Context: an optimization exercise on an open-source flow, tuned for a short achievable clock period and few clock cycles. The choices shown serve that exercise and are no tape-out recipe. Function was checked by simulation only, so behaviour that the tests miss may differ from the original. Power and IR drop assume default switching activity.

$ cat flow/run.sh
#!/bin/bash
# The standard layout (standard.sh) with these changes to how it is made:
#  - repair may change a cell's footprint (not only its drive strength within
#    the footprint), and the port buffers are plain buffers instead of the
#    platform's default delay-buffer cells.
# The clock period and all constraints are the design's (constraint.sdc).
# ORFS's own logs are under orfs/logs/; make's output goes to standard_flow.log.
set -euo pipefail
MARGIN=${MARGIN:-7}
bash standard.sh SETUP_SLACK_MARGIN=$MARGIN MATCH_CELL_FOOTPRINT=0 \
    "BUFFER_PORTS_ARGS=-buffer_cell sky130_fd_sc_hd__buf_4" finish > standard_flow.log 2>&1
$ cat standard.sh
#!/bin/bash
# synth_recipe.tcl (not shown) runs the flow's synth.tcl, then flattens the netlist and writes it again
# the make line also repeats each setting of config.mk as NAME=value (left out here)
make -C /OpenROAD-flow-scripts/flow DESIGN_CONFIG=/design/flow/config.mk WORK_HOME=/design/flow/orfs CLKGATE_MAP_FILE= SYNTH_SCRIPT=/design/flow/synth_recipe.tcl "${@:-finish}"
$ cat config.mk
export PLATFORM = sky130hd
export DESIGN_NAME = datapath
export DESIGN_NICKNAME = datapath
export VERILOG_FILES = /design/flow/design.v
export SDC_FILE = /design/flow/constraint.sdc
export NUM_CORES = 4
export LEC_CHECK = 0
export CAP_MARGIN = 25
export CORE_MARGIN = 2
export CORE_UTILIZATION = 35
export PLACE_DENSITY = 0.55
export SETUP_SLACK_MARGIN = 5
export SLEW_MARGIN = 35
$ cat constraint.sdc
create_clock -name core_clock -period 11.0 [get_ports {clk}]
set_input_delay 2.2000 -clock core_clock [delete_from_list [all_inputs] [get_ports {clk}]]
set_output_delay 2.2000 -clock core_clock [all_outputs]
set_load 0.01 [all_outputs]
$ cat design.v
package pcmux;
typedef enum bit {
     pc_plus4 = 1'b0
    ,alu_out  = 1'b1
} pcmux_sel_t;
endpackage
package cmpmux;
typedef enum bit {
     rs2_out = 1'b0
    ,i_imm   = 1'b1
} cmpmux_sel_t;
endpackage
package alumux;
typedef enum bit {
     rs1_out = 1'b0
    ,pc_out  = 1'b1
} alumux1_sel_t;
typedef enum bit [2:0] {
     i_imm   = 3'b000
    ,u_imm   = 3'b001
    ,b_imm   = 3'b010
    ,s_imm   = 3'b011
    ,j_imm   = 3'b100
    ,rs2_out = 3'b101
} alumux2_sel_t;
endpackage
package regfilemux;      
typedef enum bit [3:0] {
     alu_out  = 4'b0000
    ,br_en    = 4'b0001
    ,u_imm    = 4'b0010
    ,pc_plus4 = 4'b0011
    ,lw       = 4'b0100
    ,lb       = 4'b0101
    ,lbu      = 4'b0110   
    ,lh       = 4'b0111
    ,lhu      = 4'b1000   
} regfilemux_sel_t;
endpackage
package exmem_rd_mux;
typedef enum bit [1:0] {
     alu_out  = 2'b00
    ,br_en    = 2'b01
    ,u_imm    = 2'b10
    ,pc_plus4 = 2'b11
} exmem_rd_mux_sel_t;
endpackage
package ex_rsmux;
typedef enum bit [1:0] {
     id_ex  = 2'b00
    ,ex_mem = 2'b01
    ,mem_wb = 2'b10
} ex_rsmux_sel_t;
endpackage
package mem_rsmux;
typedef enum bit {
     ex_mem = 1'b0
    ,mem_wb = 1'b1
} mem_rsmux_sel_t;
endpackage
package rv32i_types;
typedef logic [31:0] rv32i_word;
typedef logic [4:0]  rv32i_reg;
typedef logic [3:0]  rv32i_mem_wmask;
typedef enum bit [6:0] {
    op_lui   = 7'b0110111,  
    op_auipc = 7'b0010111,  
    op_jal   = 7'b1101111,  
    op_jalr  = 7'b1100111,  
    op_br    = 7'b1100011,  
    op_load  = 7'b0000011,  
    op_store = 7'b0100011,  
    op_imm   = 7'b0010011,  
    op_reg   = 7'b0110011,  
    op_csr   = 7'b1110011,  
    no_op    = 7'b0000000
} rv32i_opcode;
typedef enum bit [2:0] {
    beq  = 3'b000,
    bne  = 3'b001,
    blt  = 3'b100,
    bge  = 3'b101,
    bltu = 3'b110,
    bgeu = 3'b111
} branch_funct3_t;
typedef enum bit [2:0] {
    lb  = 3'b000,
    lh  = 3'b001,
    lw  = 3'b010,
    lbu = 3'b100,
    lhu = 3'b101
} load_funct3_t;
typedef enum bit [2:0] {
    sb = 3'b000,
    sh = 3'b001,
    sw = 3'b010
} store_funct3_t;
typedef enum bit [2:0] {
    add  = 3'b000,  
    sll  = 3'b001,
    slt  = 3'b010,
    sltu = 3'b011,
    axor = 3'b100,
    sr   = 3'b101,  
    aor  = 3'b110,
    aand = 3'b111
} arith_funct3_t;
typedef enum bit [2:0] {
    alu_add = 3'b000,
    alu_sll = 3'b001,
    alu_sra = 3'b010,
    alu_sub = 3'b011,
    alu_xor = 3'b100,
    alu_srl = 3'b101,
    alu_or  = 3'b110,
    alu_and = 3'b111
} alu_ops;
typedef struct packed {
    logic [6:0]      opcode;          
    logic [2:0]      funct3;
    logic            alumux1_sel;     
    logic [2:0]      alumux2_sel;     
    logic            cmpmux_sel;      
    logic [3:0]      regfilemux_sel;  
    logic [2:0]      aluop;           
    logic [2:0]      cmpop;           
    logic            load_regfile;
    logic            data_read;
    logic            data_write;
    logic            do_jump;        
    logic            is_ujump;       
} control_word_t;
typedef struct packed {
    logic [31:0] inst;
    logic [4:0]  rs1_addr;
    logic [4:0]  rs2_addr;
    logic [31:0] rs1_rdata;
    logic [31:0] rs2_rdata;
    logic        load_regfile;
    logic [4:0]  rd_addr;
    logic [31:0] rd_wdata;
    logic [31:0] pc_rdata;
    logic [31:0] pc_wdata;
    logic [31:0] mem_addr;
    logic [3:0]  mem_rmask;
    logic [3:0]  mem_wmask;
    logic [31:0] mem_rdata;
    logic [31:0] mem_wdata;
} monitor_signals;
endpackage : rv32i_types
module datapath (
    input clk,
    input rst,
    output logic        inst_read,
    output logic [31:0] inst_addr,
    input  logic        inst_resp,
    input  logic [31:0] inst_rdata,
    output logic        data_read,
    output logic        data_write,
    output logic [3:0]  data_mbe,
    output logic [31:0] data_addr,
    output logic [31:0] data_wdata,
    input  logic        data_resp,
    input  logic [31:0] data_rdata
);
localparam int BTB_IB = 5;               
localparam int BTB_N  = 1 << BTB_IB;
localparam int BTB_TB = 6;               
localparam int RAS_B  = 3;
localparam int GH_B   = 4;               
localparam int PHT_B  = 4 + GH_B;        
localparam int PHT_N  = 1 << PHT_B;               
localparam int RAS_N  = 1 << RAS_B;
logic        gstall;         
logic        lu_stall;       
logic        ex_mis;         
logic        jr_pend;        
logic [31:0] jr_tgt;
logic        rst_q;
always_ff @(posedge clk) rst_q <= rst;
logic [31:0] pc;
logic             btb_v    [BTB_N];
logic [BTB_TB-1:0] btb_tag [BTB_N];
logic [29:0]      btb_tgt  [BTB_N];
logic             btb_jmp  [BTB_N];     
logic             btb_ret  [BTB_N];     
logic [29:0]      ras [RAS_N];
logic [RAS_B-1:0] ras_sp;
logic [1:0]       pht [PHT_N];
logic [GH_B-1:0]  ghist;
logic        d_v;
logic [31:0] d_pc, d_ir, d_pnext, d_pc4;
logic [PHT_B-1:0] d_pidx, e_pidx, u_pidx;
logic        e_v, e_we, e_load, e_store, e_br, e_jal, e_jalr, e_mis_s;
logic [4:0]  e_rd;
logic [31:0] e_a, e_b, e_sd, e_pre, e_pc, e_pc4, e_jcmp;
logic        e_okn;
logic [31:0] e_tgt, e_pnext;
logic        e_aR, e_aEM, e_aMW, e_bR, e_bEM, e_bMW, e_sR, e_sEM, e_sMW, e_sWB;
logic        e_sub, e_sra;
logic        e_add, e_sll, e_sr, e_slt, e_sltu, e_xor, e_or, e_and, e_pres;
logic        e_beq, e_blt, e_bltu, e_binv;
logic        e_mb, e_mh, e_mw;
logic [2:0]  e_f3;
logic        e_ret, e_call;
logic        e_nw;           
logic [4:0]  e_rs1, e_rs2;
logic        m_we, m_load, m_store, m_sWB, m_jmp;
logic [4:0]  m_rd;
logic [31:0] m_res, m_wdata;
logic [3:0]  m_mbe;
logic [2:0]  m_f3;
logic        w_we;
logic [4:0]  w_rd;
logic [31:0] w_res;
logic [31:0] rf [32];
logic        u_v, u_br, u_taken, u_jmp, u_ret, u_clear;
logic [31:0] u_pc, u_tgt;
assign inst_addr = pc;
assign inst_read = 1'b1;
wire [BTB_IB-1:0] f_idx = pc[BTB_IB+1:2];
wire [BTB_TB-1:0] f_tag = pc[BTB_IB+BTB_TB+1:BTB_IB+2];
wire        f_hit   = btb_v[f_idx] && (btb_tag[f_idx] == f_tag);
wire [PHT_B-1:0] f_pidx = {pc[5:2], ghist};
wire        f_taken = f_hit && (btb_jmp[f_idx] || pht[f_pidx][1]);
wire [29:0] f_tgt   = btb_ret[f_idx] ? ras[ras_sp] : btb_tgt[f_idx];
wire [31:0] f_pc4   = pc + 32'd4;
wire [31:0] f_next  = f_taken ? {f_tgt, 2'b00} : f_pc4;
logic [31:0] pc_seq, pc_t, pc_n, pc_o, pc_nx;
logic        mis_t, mis_n, mis_o;
always_comb begin
    pc_seq = lu_stall ? pc : f_next;
    pc_t   = mis_t ? e_tgt   : pc_seq;
    pc_n   = mis_n ? e_pc4   : pc_seq;
    pc_o   = mis_o ? (e_jal ? e_tgt : e_pc4) : pc_seq;
    pc_nx  = jr_pend ? jr_tgt : (e_br ? (taken ? pc_t : pc_n) : pc_o);
end
always_ff @(posedge clk) begin
    if (rst) begin
        pc  <= 32'h0000_0060;
        d_v <= 1'b0;
    end else if (!gstall) begin
        pc  <= pc_nx;
        d_v <= !jr_pend && !ex_mis && (d_v || !lu_stall);
    end
end
always_ff @(posedge clk) begin
    if (!gstall && !lu_stall) begin
        d_pc    <= pc;
        d_ir    <= inst_rdata;
        d_pnext <= f_next;
        d_pc4   <= f_pc4;
        d_pidx  <= f_pidx;
    end
end
wire [6:0] op  = d_ir[6:0];
wire [4:0] rd  = d_ir[11:7];
wire [4:0] rs1 = d_ir[19:15];
wire [4:0] rs2 = d_ir[24:20];
wire [2:0] f3  = d_ir[14:12];
wire       f7b = d_ir[30];
wire i_lui   = (op == 7'b0110111);
wire i_auipc = (op == 7'b0010111);
wire i_jal   = (op == 7'b1101111);
wire i_jalr  = (op == 7'b1100111);
wire i_br    = (op == 7'b1100011);
wire i_load  = (op == 7'b0000011);
wire i_store = (op == 7'b0100011);
wire i_opimm = (op == 7'b0010011);
wire i_op    = (op == 7'b0110011);
wire i_alu   = i_opimm | i_op;
wire use1 = i_jalr | i_br | i_load | i_store | i_alu;
wire use2 = i_br | i_op;                  
wire wr   = (i_lui | i_auipc | i_jal | i_jalr | i_load | i_alu) && (rd != 5'd0);
wire [31:0] imm_i = {{21{d_ir[31]}}, d_ir[30:20]};
wire [31:0] imm_s = {{21{d_ir[31]}}, d_ir[30:25], d_ir[11:7]};
wire [31:0] imm_b = {{20{d_ir[31]}}, d_ir[7], d_ir[30:25], d_ir[11:8], 1'b0};
wire [31:0] imm_u = {d_ir[31:12], 12'h000};
wire [31:0] imm_j = {{12{d_ir[31]}}, d_ir[19:12], d_ir[20], d_ir[30:21], 1'b0};
wire [31:0] pcimm   = i_br ? imm_b : (i_jal ? imm_j : imm_u);
wire [31:0] d_tgt   = d_pc + pcimm;
wire [31:0] d_bimm  = i_store ? imm_s : imm_i;
wire [31:0] d_pre   = i_lui ? imm_u : (i_auipc ? d_tgt : d_pc4);
wire        d_okn   = (d_pnext == d_pc4);
wire [31:0] d_jcmp  = d_pnext - imm_i;
wire [31:0] rv1 = (rs1 == 5'd0) ? 32'd0 : ((w_we && w_rd == rs1) ? w_res : rf[rs1]);
wire [31:0] rv2 = (rs2 == 5'd0) ? 32'd0 : ((w_we && w_rd == rs2) ? w_res : rf[rs2]);
wire ex_w    = e_we;                      
wire h1_ex   = ex_w && (e_rd == rs1);
wire h2_ex   = ex_w && (e_rd == rs2);
wire h1_mem  = m_we && (m_rd == rs1);
wire h2_mem  = m_we && (m_rd == rs2);
assign lu_stall = d_v && e_load && ((use1 && h1_ex) || (use2 && h2_ex));
wire useimm = !i_op && !i_br;
wire qz_ok = !m_jmp && !(m_load && e_store && (e_rs2 == m_rd));
wire q1 = e_nw && (e_rd == rs1) && qz_ok;
wire q2 = e_nw && (e_rd == rs2) && qz_ok;
wire alu_add  = (i_alu && f3 == 3'd0) || i_load || i_store;
wire alu_sub  = i_op && f3 == 3'd0 && f7b;
wire link1 = (rd == 5'd1) || (rd == 5'd5);
wire link2 = (rs1 == 5'd1) || (rs1 == 5'd5);
wire bubble = lu_stall || ex_mis || !d_v;
always_ff @(posedge clk) begin
    if (rst) begin
        e_v <= 1'b0; e_we <= 1'b0; e_load <= 1'b0; e_store <= 1'b0;
        e_br <= 1'b0; e_jal <= 1'b0; e_jalr <= 1'b0; e_mis_s <= 1'b0; e_nw <= 1'b0;
        e_call <= 1'b0; e_ret <= 1'b0;
    end else if (!gstall) begin
        e_v     <= !bubble;
        e_we    <= !bubble && wr;
        e_load  <= !bubble && i_load;
        e_store <= !bubble && i_store;
        e_br    <= !bubble && i_br;
        e_jal   <= !bubble && i_jal;
        e_jalr  <= !bubble && i_jalr;
        e_nw    <= !bubble && (i_store || i_br);
        e_call  <= !bubble && (i_jal || i_jalr) && link1;
        e_ret   <= !bubble && i_jalr && link2 && !link1;
        e_mis_s <= !bubble && !i_jal && !i_br && !i_jalr && !d_okn;
    end
end
always_ff @(posedge clk) begin
    if (!gstall) begin
        e_rd    <= rd;
        e_rs1   <= rs1;
        e_rs2   <= rs2;
        e_a     <= rv1;
        e_b     <= useimm ? d_bimm : rv2;
        e_sd    <= rv2;
        e_pre   <= d_pre;
        e_pc    <= d_pc;
        e_pc4   <= d_pc4;
        e_jcmp  <= d_jcmp;
        e_tgt   <= d_tgt;
        e_pidx  <= d_pidx;
        e_pnext <= d_pnext;
        e_okn   <= d_okn;
        e_aEM <= h1_ex;
        e_aMW <= !h1_ex && h1_mem && !q1;
        e_aR  <= !h1_ex && !(h1_mem && !q1);
        e_bEM <= !useimm && h2_ex;
        e_bMW <= !useimm && !h2_ex && h2_mem && !q2;
        e_bR  <= useimm || (!h2_ex && !(h2_mem && !q2));
        e_sEM <= h2_ex && !e_load;
        e_sWB <= h2_ex && e_load;
        e_sMW <= !h2_ex && h2_mem && !q2;
        e_sR  <= !h2_ex && !(h2_mem && !q2);
        e_sub  <= alu_sub;
        e_sra  <= f7b;
        e_add  <= alu_add;
        e_sll  <= i_alu && f3 == 3'd1;
        e_slt  <= i_alu && f3 == 3'd2;
        e_sltu <= i_alu && f3 == 3'd3;
        e_xor  <= i_alu && f3 == 3'd4;
        e_sr   <= i_alu && f3 == 3'd5;
        e_or   <= i_alu && f3 == 3'd6;
        e_and  <= i_alu && f3 == 3'd7;
        e_pres <= i_lui || i_auipc || i_jal || i_jalr;
        e_beq  <= f3[2:1] == 2'b00;
        e_blt  <= f3[2:1] == 2'b10;
        e_bltu <= f3[2:1] == 2'b11;
        e_binv <= f3[0] && f3[2:1] != 2'b01;
        e_mb <= f3 == 3'd0 || (i_load && f3 == 3'd4);
        e_mh <= f3 == 3'd1 || (i_load && f3 == 3'd5);
        e_mw <= f3 == 3'd2;
        e_f3 <= f3;
    end
end
wire [31:0] A  = ({32{e_aR}} & e_a)  | ({32{e_aEM}} & m_res) | ({32{e_aMW}} & w_res);
wire [31:0] B  = ({32{e_bR}} & e_b)  | ({32{e_bEM}} & m_res) | ({32{e_bMW}} & w_res);
wire [31:0] SD = ({32{e_sR}} & e_sd) | ({32{e_sEM}} & m_res) | ({32{e_sMW}} & w_res);
wire [31:0] sum  = A + (B ^ {32{e_sub}}) + {31'd0, e_sub};
wire        eq   = (A == B);
wire        lt   = ($signed(A) < $signed(B));
wire        ltu  = (A < B);
wire [31:0] shl  = A << B[4:0];
wire [31:0] shr  = $signed({e_sra & A[31], A}) >>> B[4:0];
wire [31:0] ex_res =
      ({32{e_add}}  & sum)
    | ({32{e_sll}}  & shl)
    | ({32{e_sr}}   & shr)
    | ({32{e_slt}}  & {31'd0, lt})
    | ({32{e_sltu}} & {31'd0, ltu})
    | ({32{e_xor}}  & (A ^ B))
    | ({32{e_or}}   & (A | B))
    | ({32{e_and}}  & (A & B))
    | ({32{e_pres}} & e_pre);
wire taken = e_binv ^ ((e_beq & eq) | (e_blt & lt) | (e_bltu & ltu));
wire e_okt = (e_pnext == e_tgt);
wire jalr_bad = (A != e_jcmp);
assign mis_t  = !e_okt;
assign mis_n  = !e_okn;
assign mis_o  = e_mis_s | (e_jal & !e_okt);
assign ex_mis = e_br ? (taken ? mis_t : mis_n) : (mis_o | (e_jalr & jalr_bad));
always_ff @(posedge clk) begin
    if (rst) jr_pend <= 1'b0;
    else if (!gstall) jr_pend <= e_jalr & jalr_bad;
    if (!jr_pend) jr_tgt <= sum;
end
wire [3:0] ex_mbe = e_mb ? (4'b0001 << sum[1:0]) :
                    e_mh ? (4'b0011 << {sum[1], 1'b0}) :
                    e_mw ? 4'b1111 : 4'b0000;
always_ff @(posedge clk) begin
    if (rst) begin
        m_we <= 1'b0; m_load <= 1'b0; m_store <= 1'b0;
    end else if (!gstall) begin
        m_we    <= e_we;
        m_load  <= e_load;
        m_store <= e_store;
    end
end
always_ff @(posedge clk) begin
    if (!gstall) begin
        m_rd    <= e_rd;
        m_res   <= ex_res;
        m_wdata <= SD << {sum[1:0], 3'b000};
        m_mbe   <= (e_load || e_store) ? ex_mbe : 4'b0000;
        m_sWB   <= e_sWB;
        m_f3    <= e_f3;
        m_jmp   <= e_jal | e_jalr;
    end
end
always_ff @(posedge clk) begin
    if (rst) u_v <= 1'b0;
    else     u_v <= !gstall && e_v;
    u_br    <= e_br;
    u_taken <= taken;
    u_jmp   <= e_jal | e_jalr;
    u_ret   <= e_ret;
    u_clear <= !e_br && !e_jal && !e_jalr && !e_okn;
    u_pc    <= e_pc;
    u_pidx  <= e_pidx;
    u_tgt   <= e_jalr ? sum : e_tgt;
end
wire [BTB_IB-1:0] u_idx = u_pc[BTB_IB+1:2];
wire [BTB_TB-1:0] u_tag = u_pc[BTB_IB+BTB_TB+1:BTB_IB+2];
wire       u_hit = btb_v[u_idx] && (btb_tag[u_idx] == u_tag);
logic             pw_en;
logic [PHT_B-1:0] pw_idx;
logic [1:0]       pw_ctr;
wire  [1:0]       u_pc2 = pht[u_pidx];
always_ff @(posedge clk) begin
    if (rst) pw_en <= 1'b0;
    else     pw_en <= u_v && u_br;
    pw_idx <= u_pidx;
    pw_ctr <= u_taken ? ((u_pc2 == 2'b11) ? 2'b11 : u_pc2 + 2'b01)
                      : ((u_pc2 == 2'b00) ? 2'b00 : u_pc2 - 2'b01);
end
always_ff @(posedge clk) begin
    if (rst_q) begin
        for (int i = 0; i < PHT_N; i++) pht[i] <= 2'b10;
    end else if (pw_en) begin
        pht[pw_idx] <= pw_ctr;
    end
end
always_ff @(posedge clk) begin
    if (rst) ghist <= '0;
    else if (!gstall && e_br) ghist <= {ghist[GH_B-2:0], taken};
end
logic             bw_en;
logic [BTB_IB-1:0] bw_idx;
logic             bw_v, bw_jmp, bw_ret;
logic [BTB_TB-1:0] bw_tag;
logic [29:0]      bw_tgt;
always_ff @(posedge clk) begin
    if (rst) bw_en <= 1'b0;
    else     bw_en <= u_v && ((u_clear && u_hit) || u_jmp || (u_br && u_taken));
    bw_idx <= u_idx;
    bw_tag <= u_tag;
    bw_v   <= !u_clear;
    bw_jmp <= u_jmp;
    bw_ret <= u_ret;
    bw_tgt <= u_tgt[31:2];
end
always_ff @(posedge clk) begin
    if (rst) begin
        for (int i = 0; i < BTB_N; i++) btb_v[i] <= 1'b0;
    end else if (bw_en) begin
        btb_v[bw_idx]   <= bw_v;
    end
end
always_ff @(posedge clk) begin
    if (bw_en) begin
        btb_tag[bw_idx] <= bw_tag;
        btb_tgt[bw_idx] <= bw_tgt;
        btb_jmp[bw_idx] <= bw_jmp;
        btb_ret[bw_idx] <= bw_ret;
    end
end
always_ff @(posedge clk) begin
    if (rst) begin
        ras_sp <= '0;
    end else if (!gstall) begin
        if (e_call)     ras_sp <= ras_sp + 1'b1;
        else if (e_ret) ras_sp <= ras_sp - 1'b1;
    end
end
always_ff @(posedge clk) begin
    if (rst_q) begin
        for (int i = 0; i < RAS_N; i++) ras[i] <= '0;
    end else if (e_call) begin
        ras[ras_sp + 1'b1] <= e_pc4[31:2];
    end
end
assign gstall = ~inst_resp | ((m_load | m_store) & ~data_resp);
assign data_read  = m_load;
assign data_write = m_store;
assign data_addr  = {m_res[31:2], 2'b00};
assign data_mbe   = m_mbe;
assign data_wdata = m_sWB ? (w_res << {m_res[1:0], 3'b000}) : m_wdata;
logic [31:0] ld_val;
logic [7:0]  by;
logic [15:0] hw;
always_comb begin
    case (m_res[1:0])
        2'd0: by = data_rdata[7:0];
        2'd1: by = data_rdata[15:8];
        2'd2: by = data_rdata[23:16];
        default: by = data_rdata[31:24];
    endcase
    hw = m_res[1] ? data_rdata[31:16] : data_rdata[15:0];
    case (m_f3)
        3'd0:    ld_val = {{24{by[7]}}, by};
        3'd1:    ld_val = {{16{hw[15]}}, hw};
        3'd4:    ld_val = {24'd0, by};
        3'd5:    ld_val = {16'd0, hw};
        3'd2:    ld_val = data_rdata;
        default: ld_val = m_res;
    endcase
end
always_ff @(posedge clk) begin
    if (rst) w_we <= 1'b0;
    else if (!gstall) w_we <= m_we;
end
always_ff @(posedge clk) begin
    if (!gstall) begin
        w_rd  <= m_rd;
        w_res <= m_load ? ld_val : m_res;
    end
end
always_ff @(posedge clk) begin
    if (rst_q) begin
        for (int i = 0; i < 32; i++) rf[i] <= 32'd0;
    end else if (w_we) begin
        rf[w_rd] <= w_res;
    end
end
endmodule
==> results of run 1 <==
## through the flow
stage          power, µW  cells
2_1_floorplan      19600  12092
3_3_place_gp       21600  18530
3_5_place_dp       21600  18559
4_1_cts            35900  19592
5_1_grt            37000  19677
6_report           36100  19714
## area by class of cell
| cell class | instances | area [µm²] |
|---|---|---|
| diodes | 41 | 103 |
| clock buffers | 530 | 11100 |
| clock inverters | 243 | 2260 |
| fillers | 47002 | 310000 |
| inverters | 188 | 781 |
| multi-input cells | 7049 | 71000 |
| flip-flops and latches | 3791 | 112000 |
| well taps | 6968 | 8720 |
| repair buffers | 904 | 9120 |
## critical path, delay by kind of cell (launching register included)
kind | cells | cell delay [ns]
buf+inv | 5 | 1.05
simple gates | 3 | 0.65
fa+ha+maj | 1 | 0.21
compound gates | 9 | 2.48
flops | 1 | 0.46
## kinds of logic after synthesis
family / Yosys count / share of synthesized area
flops: 3791 / 0.607
simple gates: 3284 / 0.0922
mux: 1688 / 0.186
compound gates: 1581 / 0.0590
buf+inv: 1255 / 0.0277
xor+xnor: 294 / 0.0140
fa+ha+maj: 196 / 0.0134
other cells: 2 / 0.0000407
## path summary, 6_finish.rpt
kind                    end  slack [ns]  cells past startpoint
hold / removal    bw_tgt[8]        0.33                      0
hold reg to reg   bw_tgt[8]        0.33                      0
setup / recovery     pc[21]        6.03                     18
setup reg to reg     pc[21]        6.03                     18
## cells in the mapped netlist (all sizes together) (49+ instances only)
library cell	number
a211oi	124
a21o	246
a21oi	329
a222oi	75
a22oi	65
and2	1284
and3	55
buf	292
clkbuf	775
dfxtp	178
edfxtp	3613
ha	191
inv	181
mux2	92
mux2i	210
mux4	1386
nand2	670
nand2b	62
nand3	78
nor2	726
nor2b	50
nor3	93
o211ai	49
o21ai	296
o21bai	89
or2	97
xnor2	205
xor2	89
## registers in the layout (all words and copies together) (netlist names), 192 cells and up, named ones only
name     count
btb_tag    192
btb_tgt    960
pht        512
ras        240
rf        1024
## metal layers
metal / vias to the layer above / part of all wire / global-route usage
met4: 20 / 0.058 / 0.121
met1: 61892 / 0.39 / 0.340
met2: 6650 / 0.46 / 0.396
met3: 1260 / 0.094 / 0.0496
li1: 47551 / - / -
met5: - / 0.00018 / 0
## placed cells by master, fill, tap and decap left out, drive strengths merged, types with 49 or more instances in the layout
cell,n
nand2b,62
edfxtp,3613
nor3,93
nor2b,50
inv,193
xor2,89
mux4,1386
xnor2,205
a22oi,65
nand2,670
mux2,92
o21bai,89
buf,873
and2,1284
and3,55
nor2,726
a211oi,124
o211ai,49
or2,97
nand3,78
mux2i,210
ha,191
a21o,246
a21oi,329
a222oi,75
o21ai,296
dfxtp,178
clkbuf,560
clkinv,185
## power groups by stage
| stage | logic [µW] | registers, µW | clock network [µW] |
|---|---|---|---|
| after floorplan | 2650 | 16900 | 0 |
| after global placement | 4360 | 17200 | 0 |
| after detailed placement | 4370 | 17200 | 0 |
| after CTS | 4890 | 16900 | 14100 |
| after global routing | 5380 | 17000 | 14600 |
| final | 5240 | 16900 | 14000 |
## timing repair
item / CTS / global route
setup endpoints to repair: 542 / 284
buffers inserted: 235 / 71
gates resized for setup: 619 / 288
gates cloned: 25 / 7
hold endpoints to repair: 0 / 0
pin swaps: 150 / 131
==> results.toml, run 1 <==
[outcome]
status = "timing/DRC/antenna clean"

[sta]
clock_skew_ns = 0.158
rsz0062_at_grt = "true"
relSlewSlack = 0.251
clock.fmax_mhz = 201
setup_viol = 0
hold_viol = 0
setup_ws_ns = 6.03
fin_setup_tns_ns = 0
maxSlewViolCount = 0
period_share = 0.451
worst-slew-pin-transition_ns = 1.12
fin_crit_ns = 4.97
whs_ns = 0.325

[floorplan]
die_w_um = 730
core_um2 = 525000
die-area_um2 = 533000
die_y_um = 730
initial_core_util = 0.351
boundaryPins = 171
rows = 266

[setup_path]
crit_required_ns = 11.84
endpoint_kind = "flop"
path_cells = "buf_12 > a222oi_1 > bufbuf_16 > ha_4 > nor2b_1 > o211ai_1 > a21oi_2 > a2111oi_4 > o22ai_4 > a211oi_4 > buf_4 > o21ai_4 > and3_4 > or3_4 > buf_12 > buf_12 > a211o_1 > a211oi_2"
crit_fanout = 8
max_stage_delay_ns = 0.46
crit_slowest_cell = "edfxtp_1"
path_common_cell = "buf_12"
worst_ep_arrival_time_ns = 5.81
crit_start = "e_bEM"
cp-start-kind = "flop"
worstSetupPathType = "reg -> reg"
rr_startpoint = "e_bEM"

[flow_run]
cap_violations = 0

[pwr]
leakage_uw = 0.0722
irDropWorstVdd_v = 0.000146
power-per-cell-area_nw_per_um2 = 168
p_sw_frac = 0.269
intPower_uw = 26400
power.clock.fraction = 0.386
p_comb_frac = 0.145
seq_power_share = 0.469
p_switching_uw = 9730

[cts]
cts_sinks = 3791
clock_path_buffers = 4
cts_tree = "yes"
path_clk_slew_ns = 0.06
cts_hold_buf = 0
cts_buffers = 412
h-tree-depth = 5
clk-insertion-delay-late_ns = 1.06
cts_root_buf = "clkbuf_16"

[global_route]
grt_pass1_vias = 113612
grt_pass1_wl_um = 945000
gr-total-overflow = 0
antenna_found_initial = 50
grt_max_degree = 107
grt_util_all_layers = 0.253

[detailed_routing]
drt_iter0_markers = 17039
via_per_inst = 5.95
avgRoutedWirePerCell_um = 35.1
drt-pass1-iter-count = 8
ant_nets = 0
wl_um = 693000
vias = 117373
drc = 0

[synthesis]
synth_top_area_frac = 0.588
synthTopCellsByArea = "edfxtp_1 59%, mux4_2 17%, and2_1 4.4%"
synthArstFlopShare = 0
ys_ff_latch = 3791
synth-edff-count = 3613
syn_avg_cell_area_um2 = 15.3
yosysSeqAreaShare = 0.607
synthesis.area_um2 = 184000
yosys_warnings = 1
yosysTopAreaCell = "edfxtp_1"
synthDistinctLibCells = 103
synth_ff_type = "edfxtp_1"
synthCells = 12091

[hold_path]
hold_class = "reg -> reg"
hold_path_startpoint = "u_tgt[10]"

[placed_design]
pre_cts_ws_ns = 4.79
port_buffers = 167
place_area_um2 = 195000
hpwl_um = 421000
gp_congestion = 0.976

[cells_and_area]
fin_util = 0.410
fin_area_um2 = 215000
nNetsFinal = 12608
synthToLayoutAreaGrowth_pct = 16.7
drive_gt1_frac = 0.290
Testbench counts, summed over its fixed seeds: cycles 75,614.
==> inputs of run 2 (changes only) <==
==> flow/run.sh (replaced) <==
#!/bin/bash
set -euo pipefail
MARGIN=${MARGIN:-7}
bash standard.sh SETUP_SLACK_MARGIN=$MARGIN finish > standard_flow.log 2>&1
==> run 2 against run 1 <==
Against the previous run: critical endpoint is now data_wdata[24]; sequential power is essentially flat; routed wire length fell by 1.8%; clock power hardly changed; synthesized area unchanged; synthesized cell count unchanged; still clean on timing, DRC and antenna; global-route usage shrank 0.54 points; highest routed layer unchanged; sequential share of layout area fell by 0.23 points.
==> results.toml, run 2 <==
[outcome]
status = "timing/DRC/antenna clean"

[detailed_routing]
drt_iter0_markers = 16691
drt-pass1-iter-count = 12
drc = 0
via_per_inst = 5.91
vias = 116678
ant_nets = 0
avgRoutedWirePerCell_um = 34.4
wl_um = 680000

[setup_path]
worst_ep_arrival_time_ns = 2.69
cp-start-kind = "flop"
crit_fanout = 6
crit_slowest_cell = "edfxtp_1"
path_cells = "buf_6 > buf_12 > buf_16 > mux2i_4 > a21oi_2 > mux2_4 > buf_6"
worstSetupPathType = "reg -> out"
max_stage_delay_ns = 0.40
endpoint_kind = "primary output"
path_common_cell = "buf_6"
crit_required_ns = 8.80
rr_startpoint = "e_aR"
crit_start = "m_res[0]"

[placed_design]
place_area_um2 = 195000
port_buffers = 167
hpwl_um = 404000
gp_congestion = 0.959
pre_cts_ws_ns = 5.35

[hold_path]
hold_path_startpoint = "u_tgt[19]"
hold_class = "reg -> reg"

[pwr]
leakage_uw = 0.0726
irDropWorstVdd_v = 0.000128
totalPowerFinal_uw = 36300
power-per-cell-area_nw_per_um2 = 168

[sta]
setup_ws_ns = 6.11
fin_setup_tns_ns = 0
hold_viol = 0
clock_skew_ns = 0.142
fin_crit_ns = 4.89
worst-slew-pin-transition_ns = 1.03
whs_ns = 0.328
setup_viol = 0
period_share = 0.445
rsz0062_at_grt = "true"
relSlewSlack = 0.311
clock.fmax_mhz = 204
maxSlewViolCount = 0

[cts]
path_clk_slew_ns = 0.08
cts_tree = "yes"
cts_root_buf = "clkbuf_16"
h-tree-depth = 5
cts_hold_buf = 0
cts_buffers = 412
cts_sinks = 3791
clk-insertion-delay-late_ns = 1.06
clock_path_buffers = 4

[cells_and_area]
regMostFlops = "rf"
top_regs = "rf x1024, btb_tgt x960, pht x512"
synthToLayoutAreaGrowth_pct = 17.3
drive_gt1_frac = 0.292
final_cell_mix = "3613 x edfxtp_1, 1386 x mux4_2, 1278 x and2_1"
layout_commonest_cell = "edfxtp_1"
fin_area_um2 = 216000
nNetsFinal = 12661
largest_register_ffs = 1024

[global_route]
grt_max_degree = 159
grt_util_all_layers = 0.248
gr-total-overflow = 0
grt_pass1_wl_um = 929000
grt_pass1_vias = 113629
antenna_found_initial = 51

[synthesis]
synth-edff-count = 3613
syn_avg_cell_area_um2 = 15.3
synth_common_cells = "3613 x edfxtp_1, 1386 x mux4_2, 1284 x and2_1, 774 x clkbuf_1, 724 x nor2_1"
ys_ff_latch = 3791
synth_ff_type = "edfxtp_1"
yosys_warnings = 1
synthArstFlopShare = 0
yosysMostFrequentCell = "edfxtp_1"
synth_top_area_frac = 0.588
yosysSeqAreaShare = 0.607
yosysTopAreaCell = "edfxtp_1"
synthCells = 12091
synthesis.area_um2 = 184000
synthTopCellsByArea = "edfxtp_1 59%, mux4_2 17%, and2_1 4.4%"
synthDistinctLibCells = 103

[floorplan]
initial_core_util = 0.351
die_w_um = 730
die_y_um = 730
rows = 266
boundaryPins = 171
die-area_um2 = 533000
core_um2 = 525000

[flow_run]
cap_violations = 0
-- run 2: changes by cell type in the layout (fill, tap and decap cells not counted), moves of 14 or more --
| cell | delta |
|---|---|
| buf_16 | +15 |
| buf_6 | +37 |
| buf_12 | -20 |
| buf_2 | +37 |
| or2_4 | -14 |
| or2_2 | +14 |
| clkinv_1 | -22 |
| o21ai_1 | -18 |
| buf_4 | -75 |
| clkdlybuf4s50_1 | +66 |
-- run 2: kinds of logic (layout without fill, tap and decap cells) --
group           Yosys count  count (layout)  share of synthesized area
compound gates         1581            1581                     0.0590
fa+ha+maj               196             196                     0.0134
flops                  3791            3791                      0.607
mux                    1688            1688                      0.186
other cells               2              36                  0.0000407
buf+inv                1255            1907                     0.0277
xor+xnor                294             294                     0.0140
simple gates           3284            3286                     0.0922
-- run 2: final timing paths --
kind / endpoint / slack, ns / cells past startpoint
max: data_wdata[24] / 6.11 / 7
min: bw_tgt[17] / 0.33 / 0
max reg2reg: pc[24] / 6.23 / 20
min reg2reg: bw_tgt[17] / 0.33 / 0
-- run 2: through the flow --
step / utilization / cells
after floorplan: - / 12092
after global placement: 0.370 / 18518
after detailed placement: 0.371 / 18535
after CTS: 0.408 / 19600
after global routing: 0.412 / 19717
final: 0.412 / 19747
-- run 2: metal layers --
| layer | vias up | GRT usage | share of wire |
|---|---|---|---|
| li1 | 47633 | - | - |
| met1 | 61425 | 0.338 | 0.40 |
| met2 | 6318 | 0.384 | 0.45 |
| met3 | 1286 | 0.0495 | 0.094 |
| met4 | 16 | 0.112 | 0.055 |
| met5 | - | 0 | 0.00016 |
-- run 2: repair_timing --
action | CTS | global route
setup buffers | 278 | 99
setup endpoints to repair | 558 | 287
resized for setup | 1162 | 275
pin swaps | 187 | 150
cloned | 26 | 10
-- run 2: where the power goes --
group	switching (µW)	leakage [µW]	internal [µW]
Combinational	3110	0.0298	2060
Clock	6030	0.00661	8120
Sequential	529	0.0362	16400
-- run 2: final cells by class --
class	instances	area [µm²]
Antenna cell	33	82.6
Fill cell	46985	309000
Multi-Input combinational cell	7048	71200
Timing Repair Buffer	957	9810
Clock buffer	529	11200
Sequential cell	3791	112000
Inverter	188	767
Tap cell	6968	8720
Clock inverter	232	2370
Timing Repair inverter	1	11.3
-- run 2: worst max-delay path, delay by kind of cell, from the launching register on --
kind            cells  cell delay, ns
buf+inv             4            0.59
compound gates      1            0.07
mux                 2            0.63
flops               1            0.40
==> inputs of run 3 (changes only) <==
--- a/design.v
+++ b/design.v
@@ -172,7 +172,7 @@
 localparam int PHT_N  = 1 << PHT_B;               
 localparam int RAS_N  = 1 << RAS_B;
 logic        gstall;         
-logic        lu_stall;       
+logic        ag_stall;       
 logic        ex_mis;         
 logic        jr_pend;        
 logic [31:0] jr_tgt;
@@ -193,29 +193,26 @@
 logic [PHT_B-1:0] d_pidx, e_pidx, u_pidx;
 logic        e_v, e_we, e_load, e_store, e_br, e_jal, e_jalr, e_mis_s;
 logic [4:0]  e_rd;
-logic [31:0] e_a, e_b, e_sd, e_pre, e_pc, e_pc4, e_jcmp;
+logic [31:0] e_a, e_b, e_sd, e_pre, e_pc, e_pc4, e_jcmp, e_addr;
 logic        e_okn;
 logic [31:0] e_tgt, e_pnext;
-logic        e_aR, e_aEM, e_aMW, e_bR, e_bEM, e_bMW, e_sR, e_sEM, e_sMW, e_sWB;
+logic        e_aW, e_bW, e_sW;
 logic        e_sub, e_sra;
 logic        e_add, e_sll, e_sr, e_slt, e_sltu, e_xor, e_or, e_and, e_pres;
 logic        e_beq, e_blt, e_bltu, e_binv;
-logic        e_mb, e_mh, e_mw;
+logic [3:0]  e_mbe;
 logic [2:0]  e_f3;
 logic        e_ret, e_call;
 logic        e_nw;           
 logic [4:0]  e_rs1, e_rs2;
-logic        m_we, m_load, m_store, m_sWB, m_jmp;
-logic [4:0]  m_rd;
-logic [31:0] m_res, m_wdata;
-logic [3:0]  m_mbe;
-logic [2:0]  m_f3;
-logic        w_we;
+logic        w_we, w_load, w_jmp;
 logic [4:0]  w_rd;
 logic [31:0] w_res;
+logic [31:0] w_old;          
 logic [31:0] rf [32];
 logic        u_v, u_br, u_taken, u_jmp, u_ret, u_clear;
 logic [31:0] u_pc, u_tgt;
+logic        taken;
 assign inst_addr = pc;
 assign inst_read = 1'b1;
 wire [BTB_IB-1:0] f_idx = pc[BTB_IB+1:2];
@@ -229,7 +226,7 @@
 logic [31:0] pc_seq, pc_t, pc_n, pc_o, pc_nx;
 logic        mis_t, mis_n, mis_o;
 always_comb begin
-    pc_seq = lu_stall ? pc : f_next;
+    pc_seq = ag_stall ? pc : f_next;
     pc_t   = mis_t ? e_tgt   : pc_seq;
     pc_n   = mis_n ? e_pc4   : pc_seq;
     pc_o   = mis_o ? (e_jal ? e_tgt : e_pc4) : pc_seq;
@@ -241,11 +238,11 @@
         d_v <= 1'b0;
     end else if (!gstall) begin
         pc  <= pc_nx;
-        d_v <= !jr_pend && !ex_mis && (d_v || !lu_stall);
+        d_v <= !jr_pend && !ex_mis && (d_v || !ag_stall);
     end
 end
 always_ff @(posedge clk) begin
-    if (!gstall && !lu_stall) begin
+    if (!gstall && !ag_stall) begin
         d_pc    <= pc;
         d_ir    <= inst_rdata;
         d_pnext <= f_next;
@@ -269,8 +266,6 @@
 wire i_opimm = (op == 7'b0010011);
 wire i_op    = (op == 7'b0110011);
 wire i_alu   = i_opimm | i_op;
-wire use1 = i_jalr | i_br | i_load | i_store | i_alu;
-wire use2 = i_br | i_op;                  
 wire wr   = (i_lui | i_auipc | i_jal | i_jalr | i_load | i_alu) && (rd != 5'd0);
 wire [31:0] imm_i = {{21{d_ir[31]}}, d_ir[30:20]};
 wire [31:0] imm_s = {{21{d_ir[31]}}, d_ir[30:25], d_ir[11:7]};
@@ -283,23 +278,27 @@
 wire [31:0] d_pre   = i_lui ? imm_u : (i_auipc ? d_tgt : d_pc4);
 wire        d_okn   = (d_pnext == d_pc4);
 wire [31:0] d_jcmp  = d_pnext - imm_i;
-wire [31:0] rv1 = (rs1 == 5'd0) ? 32'd0 : ((w_we && w_rd == rs1) ? w_res : rf[rs1]);
-wire [31:0] rv2 = (rs2 == 5'd0) ? 32'd0 : ((w_we && w_rd == rs2) ? w_res : rf[rs2]);
-wire ex_w    = e_we;                      
-wire h1_ex   = ex_w && (e_rd == rs1);
-wire h2_ex   = ex_w && (e_rd == rs2);
-wire h1_mem  = m_we && (m_rd == rs1);
-wire h2_mem  = m_we && (m_rd == rs2);
-assign lu_stall = d_v && e_load && ((use1 && h1_ex) || (use2 && h2_ex));
+wire qz_ok = e_nw && w_we && !w_jmp && !(w_load && ((e_rs1 == w_rd) || (e_rs2 == w_rd)));
+wire q1 = qz_ok && (e_rd == rs1);
+wire q2 = qz_ok && (e_rd == rs2);
+wire [31:0] rv1 = (rs1 == 5'd0) ? 32'd0 : ((w_we && w_rd == rs1) ? (q1 ? w_old : w_res) : rf[rs1]);
+wire [31:0] rv2 = (rs2 == 5'd0) ? 32'd0 : ((w_we && w_rd == rs2) ? (q2 ? w_old : w_res) : rf[rs2]);
+wire [31:0] d_addr = rv1 + d_bimm;
+wire h1_ex = e_we && (e_rd == rs1);       
+wire h2_ex = e_we && (e_rd == rs2);
+assign ag_stall = d_v && (i_load || i_store) && h1_ex;
 wire useimm = !i_op && !i_br;
-wire qz_ok = !m_jmp && !(m_load && e_store && (e_rs2 == m_rd));
-wire q1 = e_nw && (e_rd == rs1) && qz_ok;
-wire q2 = e_nw && (e_rd == rs2) && qz_ok;
 wire alu_add  = (i_alu && f3 == 3'd0) || i_load || i_store;
 wire alu_sub  = i_op && f3 == 3'd0 && f7b;
 wire link1 = (rd == 5'd1) || (rd == 5'd5);
 wire link2 = (rs1 == 5'd1) || (rs1 == 5'd5);
-wire bubble = lu_stall || ex_mis || !d_v;
+wire m_b = f3 == 3'd0 || (i_load && f3 == 3'd4);
+wire m_h = f3 == 3'd1 || (i_load && f3 == 3'd5);
+wire m_w = f3 == 3'd2;
+wire [3:0] d_mbe = m_b ? (4'b0001 << d_addr[1:0]) :
+                   m_h ? (4'b0011 << {d_addr[1], 1'b0}) :
+                   m_w ? 4'b1111 : 4'b0000;
+wire bubble = ag_stall || ex_mis || !d_v;
 always_ff @(posedge clk) begin
     if (rst) begin
         e_v <= 1'b0; e_we <= 1'b0; e_load <= 1'b0; e_store <= 1'b0;
@@ -327,6 +326,8 @@
         e_a     <= rv1;
         e_b     <= useimm ? d_bimm : rv2;
         e_sd    <= rv2;
+        e_addr  <= d_addr;
+        e_mbe   <= (i_load || i_store) ? d_mbe : 4'b0000;
         e_pre   <= d_pre;
         e_pc    <= d_pc;
         e_pc4   <= d_pc4;
@@ -335,16 +336,9 @@
         e_pidx  <= d_pidx;
         e_pnext <= d_pnext;
         e_okn   <= d_okn;
-        e_aEM <= h1_ex;
-        e_aMW <= !h1_ex && h1_mem && !q1;
-        e_aR  <= !h1_ex && !(h1_mem && !q1);
-        e_bEM <= !useimm && h2_ex;
-        e_bMW <= !useimm && !h2_ex && h2_mem && !q2;
-        e_bR  <= useimm || (!h2_ex && !(h2_mem && !q2));
-        e_sEM <= h2_ex && !e_load;
-        e_sWB <= h2_ex && e_load;
-        e_sMW <= !h2_ex && h2_mem && !q2;
-        e_sR  <= !h2_ex && !(h2_mem && !q2);
+        e_aW <= h1_ex;
+        e_bW <= !useimm && h2_ex;
+        e_sW <= h2_ex;
         e_sub  <= alu_sub;
         e_sra  <= f7b;
         e_add  <= alu_add;
@@ -360,15 +354,12 @@
         e_blt  <= f3[2:1] == 2'b10;
         e_bltu <= f3[2:1] == 2'b11;
         e_binv <= f3[0] && f3[2:1] != 2'b01;
-        e_mb <= f3 == 3'd0 || (i_load && f3 == 3'd4);
-        e_mh <= f3 == 3'd1 || (i_load && f3 == 3'd5);
-        e_mw <= f3 == 3'd2;
         e_f3 <= f3;
     end
 end
-wire [31:0] A  = ({32{e_aR}} & e_a)  | ({32{e_aEM}} & m_res) | ({32{e_aMW}} & w_res);
-wire [31:0] B  = ({32{e_bR}} & e_b)  | ({32{e_bEM}} & m_res) | ({32{e_bMW}} & w_res);
-wire [31:0] SD = ({32{e_sR}} & e_sd) | ({32{e_sEM}} & m_res) | ({32{e_sMW}} & w_res);
+wire [31:0] A  = e_aW ? w_res : e_a;
+wire [31:0] B  = e_bW ? w_res : e_b;
+wire [31:0] SD = e_sW ? w_res : e_sd;
 wire [31:0] sum  = A + (B ^ {32{e_sub}}) + {31'd0, e_sub};
 wire        eq   = (A == B);
 wire        lt   = ($signed(A) < $signed(B));
@@ -385,7 +376,7 @@
     | ({32{e_or}}   & (A | B))
     | ({32{e_and}}  & (A & B))
     | ({32{e_pres}} & e_pre);
-wire taken = e_binv ^ ((e_beq & eq) | (e_blt & lt) | (e_bltu & ltu));
+assign taken = e_binv ^ ((e_beq & eq) | (e_blt & lt) | (e_bltu & ltu));
 wire e_okt = (e_pnext == e_tgt);
 wire jalr_bad = (A != e_jcmp);
 assign mis_t  = !e_okt;
@@ -397,27 +388,50 @@
     else if (!gstall) jr_pend <= e_jalr & jalr_bad;
     if (!jr_pend) jr_tgt <= sum;
 end
-wire [3:0] ex_mbe = e_mb ? (4'b0001 << sum[1:0]) :
-                    e_mh ? (4'b0011 << {sum[1], 1'b0}) :
-                    e_mw ? 4'b1111 : 4'b0000;
+assign gstall = ~inst_resp | ((e_load | e_store) & ~data_resp);
+assign data_read  = e_load;
+assign data_write = e_store;
+assign data_addr  = {e_addr[31:2], 2'b00};
+assign data_mbe   = e_mbe;
+assign data_wdata = SD << {e_addr[1:0], 3'b000};
+logic [31:0] ld_val;
+logic [7:0]  by;
+logic [15:0] hw;
+always_comb begin
+    case (e_addr[1:0])
+        2'd0: by = data_rdata[7:0];
+        2'd1: by = data_rdata[15:8];
+        2'd2: by = data_rdata[23:16];
+        default: by = data_rdata[31:24];
+    endcase
+    hw = e_addr[1] ? data_rdata[31:16] : data_rdata[15:0];
+    case (e_f3)
+        3'd0:    ld_val = {{24{by[7]}}, by};
+        3'd1:    ld_val = {{16{hw[15]}}, hw};
+        3'd4:    ld_val = {24'd0, by};
+        3'd5:    ld_val = {16'd0, hw};
+        3'd2:    ld_val = data_rdata;
+        default: ld_val = e_addr;
+    endcase
+end
 always_ff @(posedge clk) begin
-    if (rst) begin
-        m_we <= 1'b0; m_load <= 1'b0; m_store <= 1'b0;
-    end else if (!gstall) begin
-        m_we    <= e_we;
-        m_load  <= e_load;
-        m_store <= e_store;
-    end
+    if (rst) w_we <= 1'b0;
+    else if (!gstall) w_we <= e_we;
 end
 always_ff @(posedge clk) begin
     if (!gstall) begin
-        m_rd    <= e_rd;
-        m_res   <= ex_res;
-        m_wdata <= SD << {sum[1:0], 3'b000};
-        m_mbe   <= (e_load || e_store) ? ex_mbe : 4'b0000;
-        m_sWB   <= e_sWB;
-        m_f3    <= e_f3;
-        m_jmp   <= e_jal | e_jalr;
+        w_rd   <= e_rd;
+        w_old  <= (w_we && w_rd == e_rd) ? w_res : rf[e_rd];
+        w_res  <= e_load ? ld_val : ex_res;
+        w_load <= e_load;
+        w_jmp  <= e_jal | e_jalr;
+    end
+end
+always_ff @(posedge clk) begin
+    if (rst_q) begin
+        for (int i = 0; i < 32; i++) rf[i] <= 32'd0;
+    end else if (w_we) begin
+        rf[w_rd] <= w_res;
     end
 end
 always_ff @(posedge clk) begin
@@ -502,47 +516,4 @@
         ras[ras_sp + 1'b1] <= e_pc4[31:2];
     end
 end
-assign gstall = ~inst_resp | ((m_load | m_store) & ~data_resp);
-assign data_read  = m_load;
-assign data_write = m_store;
-assign data_addr  = {m_res[31:2], 2'b00};
-assign data_mbe   = m_mbe;
-assign data_wdata = m_sWB ? (w_res << {m_res[1:0], 3'b000}) : m_wdata;
-logic [31:0] ld_val;
-logic [7:0]  by;
-logic [15:0] hw;
-always_comb begin
-    case (m_res[1:0])
-        2'd0: by = data_rdata[7:0];
-        2'd1: by = data_rdata[15:8];
-        2'd2: by = data_rdata[23:16];
-        default: by = data_rdata[31:24];
-    endcase
-    hw = m_res[1] ? data_rdata[31:16] : data_rdata[15:0];
-    case (m_f3)
-        3'd0:    ld_val = {{24{by[7]}}, by};
-        3'd1:    ld_val = {{16{hw[15]}}, hw};
-        3'd4:    ld_val = {24'd0, by};
-        3'd5:    ld_val = {16'd0, hw};
-        3'd2:    ld_val = data_rdata;
-        default: ld_val = m_res;
-    endcase
-end
-always_ff @(posedge clk) begin
-    if (rst) w_we <= 1'b0;
-    else if (!gstall) w_we <= m_we;
-end
-always_ff @(posedge clk) begin
-    if (!gstall) begin
-        w_rd  <= m_rd;
-        w_res <= m_load ? ld_val : m_res;
-    end
-end
-always_ff @(posedge clk) begin
-    if (rst_q) begin
-        for (int i = 0; i < 32; i++) rf[i] <= 32'd0;
-    end else if (w_we) begin
-        rf[w_rd] <= w_res;
-    end
-end
 endmodule
==> run 3 against run 2 <==
Against the previous run: global-route usage is 0.39 points higher; maximum frequency is 9.6% lower; critical endpoint is now e_addr[16]; first-iteration DRC count is 4.0% higher; non-clock buffer count is 141 higher; largest cell class unchanged; core utilization is 0.52 points higher; register-to-register slack worse by 0.64 ns; worst setup slack worse by 0.52 ns; highest routed layer unchanged; clock-buffer cell count is 7 higher.
==> results.toml, run 3 <==
[synthesis]
synth_ff_type = "edfxtp_1"
syn_avg_cell_area_um2 = 15.1
synthArstFlopShare = 0
yosysTopAreaCell = "edfxtp_1"
synthDistinctLibCells = 83
synthTopCellsByArea = "edfxtp_1 56%, mux4_2 20%, and2_1 3.4%"
synthCells = 12744
ys_ff_latch = 3780
synth_top_area_frac = 0.562
yosysMostFrequentCell = "edfxtp_1"
synthesis.area_um2 = 192000
synth-edff-count = 3600
synth_common_cells = "3600 x edfxtp_1, 1699 x mux4_2, 1045 x and2_1, 908 x clkbuf_1, 652 x nand2_1"
yosys_warnings = 1
yosysSeqAreaShare = 0.580

[placed_design]
port_buffers = 167
hpwl_um = 438000
gp_congestion = 0.953
place_inst = 19384

[setup_path]
rrSetupSlack_ns = 5.59
worst_ep_arrival_time_ns = 6.13
worstSetupPathType = "reg -> reg"
endpoint_kind = "flop"
worst_r2r_path_depth = 26
cp-start-kind = "flop"
cp-endpoint = "e_addr[16]"
crit_required_ns = 11.71
r2r_end = "e_addr[16]"
path_common_cell = "buf_6"
crit_fanout = 7
crit_slowest_cell = "mux4_2"
max_stage_delay_ns = 0.63

[sta]
hold_viol = 0
clock.fmax_mhz = 185
whs_ns = 0.292
fin_setup_tns_ns = 0
setup_viol = 0
rsz0062_at_grt = "true"
fin_crit_ns = 5.41
relSlewSlack = 0.300
worst-slew-pin-transition_ns = 1.05
clock_skew_ns = 0.102
period_share = 0.492
maxSlewViolCount = 0

[cells_and_area]
layout_commonest_cell = "edfxtp_1"
synthToLayoutAreaGrowth_pct = 18.9
final_cell_mix = "3600 x edfxtp_1, 1699 x mux4_2, 1039 x and2_1"
largest_register_ffs = 1024
stdcell_count = 20712
regMostFlops = "rf"
drive_gt1_frac = 0.327
top_regs = "rf x1024, btb_tgt x960, pht x512"
nNetsFinal = 13358

[detailed_routing]
wl_um = 725000
drt-pass1-iter-count = 6
via_per_inst = 6.06
drc = 0
ant_nets = 0
drt_iter0_markers = 17353
avgRoutedWirePerCell_um = 35.0
vias = 125525

[cts]
h-tree-depth = 5
clock_path_buffers = 4
cts_buffers = 403
cts_sinks = 3780
cts_root_buf = "clkbuf_16"
cts_tree = "yes"
path_clk_slew_ns = 0.06
clk-insertion-delay-late_ns = 1.04
cts_hold_buf = 0

[global_route]
antenna_found_initial = 61
grt_util_all_layers = 0.252
gr-total-overflow = 0
grt_max_degree = 146
grt_pass1_wl_um = 993000
grt_pass1_vias = 121577

[floorplan]
die_y_um = 746
initial_core_util = 0.351
rows = 272
die_w_um = 746
die-area_um2 = 556000
boundaryPins = 171
core_um2 = 548000

[pwr]
seq_power_share = 0.449
irDropWorstVdd_v = 0.000129
intPower_uw = 27200
power.clock.fraction = 0.372
p_comb_frac = 0.179
p_sw_frac = 0.280
totalPowerFinal_uw = 37700
power-per-cell-area_nw_per_um2 = 165
p_switching_uw = 10600
leakage_uw = 0.0750

[flow_run]
cap_violations = 0

[hold_path]
hold_depth = 0
hold_class = "reg -> reg"

[outcome]
status = "timing/DRC/antenna clean"
## run 3: changes by cell type in the layout (fill, tap and decap cells not counted), sizes merged, moves of 73 or more
cell    change
and2      -238
buf       +106
nor2       -94
o21ai     +350
a222oi     -73
nor4      +111
a211oi     +73
mux4      +313
nor3      +109
mux2i     +126
o21bai     -75
a21o      -148
## run 3: power groups by stage
stage	registers [µW]	logic, µW	clock network, µW
2_1_floorplan	16900	3320	0
3_3_place_gp	17300	5300	0
3_5_place_dp	17300	5330	0
4_1_cts	16900	6200	14200
5_1_grt	17000	6950	14700
6_report	16900	6740	14000
## run 3: layer usage
layer | routed length [µm] | vias to the layer above | GRT usage
met5 | 145 | - | 0
met4 | 38800 | 22 | 0.113
met3 | 71500 | 1426 | 0.0572
met2 | 334000 | 6936 | 0.395
met1 | 280000 | 66209 | 0.335
li1 | - | 50932 | -
## run 3: timing repair
item,in CTS,in global routing
setup buffers,343,141
gates cloned,41,5
endpoints found under the setup margin,530,240
resized for setup,1280,493
pin swaps,243,218
## run 3: how the worst min path moves through the flow
stage / from / to / slack (ns)
final: e_pidx[5] / u_pc[3] / 0.29
after global routing: e_pidx[5] / u_pc[3] / 0.30
after CTS: e_pidx[5] / u_pc[3] / 0.29
after detailed placement: u_tgt[18] / bw_tgt[16] / 0.31
after global placement: u_tgt[20] / bw_tgt[18] / 0.31
after floorplan: u_ret / bw_ret / 0.31
## run 3: layout make-up
class                   count  area (µm²)
fillers                 49003      319000
flip-flops and latches   3780      112000
multi-input cells        7554       81500
repair buffers           1098       12000
clock buffers             536       11100
well taps                7261        9080
clock inverters           213        2270
inverters                 226         910
diodes                     43         108
repair inverters            1        8.76
## run 3: per-stage QoR
| stage | area [µm²] | util | worst slack [ns] |
|---|---|---|---|
| after floorplan | 193000 | - | 5.93 |
| after global placement | 203000 | 0.370 | 3.88 |
| after detailed placement | 204000 | 0.371 | 4.13 |
| after CTS | 225000 | 0.411 | 5.65 |
| after global routing | 229000 | 0.417 | 5.46 |
| final | 229000 | 0.417 | 5.59 |
## run 3: kinds of logic (layout without fill, tap and decap cells)
group,after synthesis,count (layout),synth area share
adders and majority gates,228,228,0.0150
other,2,46,0.0000390
muxes,2108,2108,0.221
xor gates and xnor gates,314,314,0.0143
and+or+nand+nor,3187,3190,0.0854
buffers and inverters,1414,2074,0.0291
DFF,3780,3780,0.580
AOI/OAI and AO/OA,1711,1711,0.0551
## run 3: critical path, delay by kind of cell (launching register included)
| family | cells | cell delay (ns) |
|---|---|---|
| mux | 2 | 1.12 |
| buf+inv | 10 | 1.08 |
| fa+ha+maj | 2 | 0.44 |
| compound gates | 8 | 1.71 |
| flops | 1 | 0.39 |
| xor+xnor | 1 | 0.08 |
| simple gates | 3 | 0.29 |
Testbench counts of run 3, summed over its fixed seeds: cycles 70,801.

re-timing with driven ports:
How much do the figures lean on ideal ports? The routed layouts below were timed once more, with nothing changed but the port constraints.
Step 1: set_driving_cell puts a clkbuf_16 on clk and a buf_2 on each other input, an assumption about the parent block.
Step 2, shift: input delay + t, output delay - t, t = (earliest + latest rising clock arrival at the registers) / 2. This alone moves slack from input paths to output paths.
Slacks: no drivers / after step 1 / after step 2; pairs: no drivers / after step 1.
| run | shift t [ns] | setup WS [ns] | clock arrival spread, ns | slew at the worst register clock pin (ns) | worst slew at a driven data input, ns |
|---|---|---|---|---|---|
| run 1 | 1.099 | 6.034 / 5.974 / 5.993 | 0.158 / 0.159 | 0.07 / 0.07 | 0.33 |
| run 2 | 1.103 | 6.109 / 5.993 / 5.929 | 0.143 / 0.143 | 0.08 / 0.08 | 0.38 |
| run 3 | 1.117 | 5.588 / 5.588 / 5.588 | 0.102 / 0.102 | 0.09 / 0.09 | 0.37 |
After both steps every run listed still meets setup and hold. For run 2, which loses most, drivers alone change the setup slack by -0.116 ns; drivers and shift together by -0.180 ns.
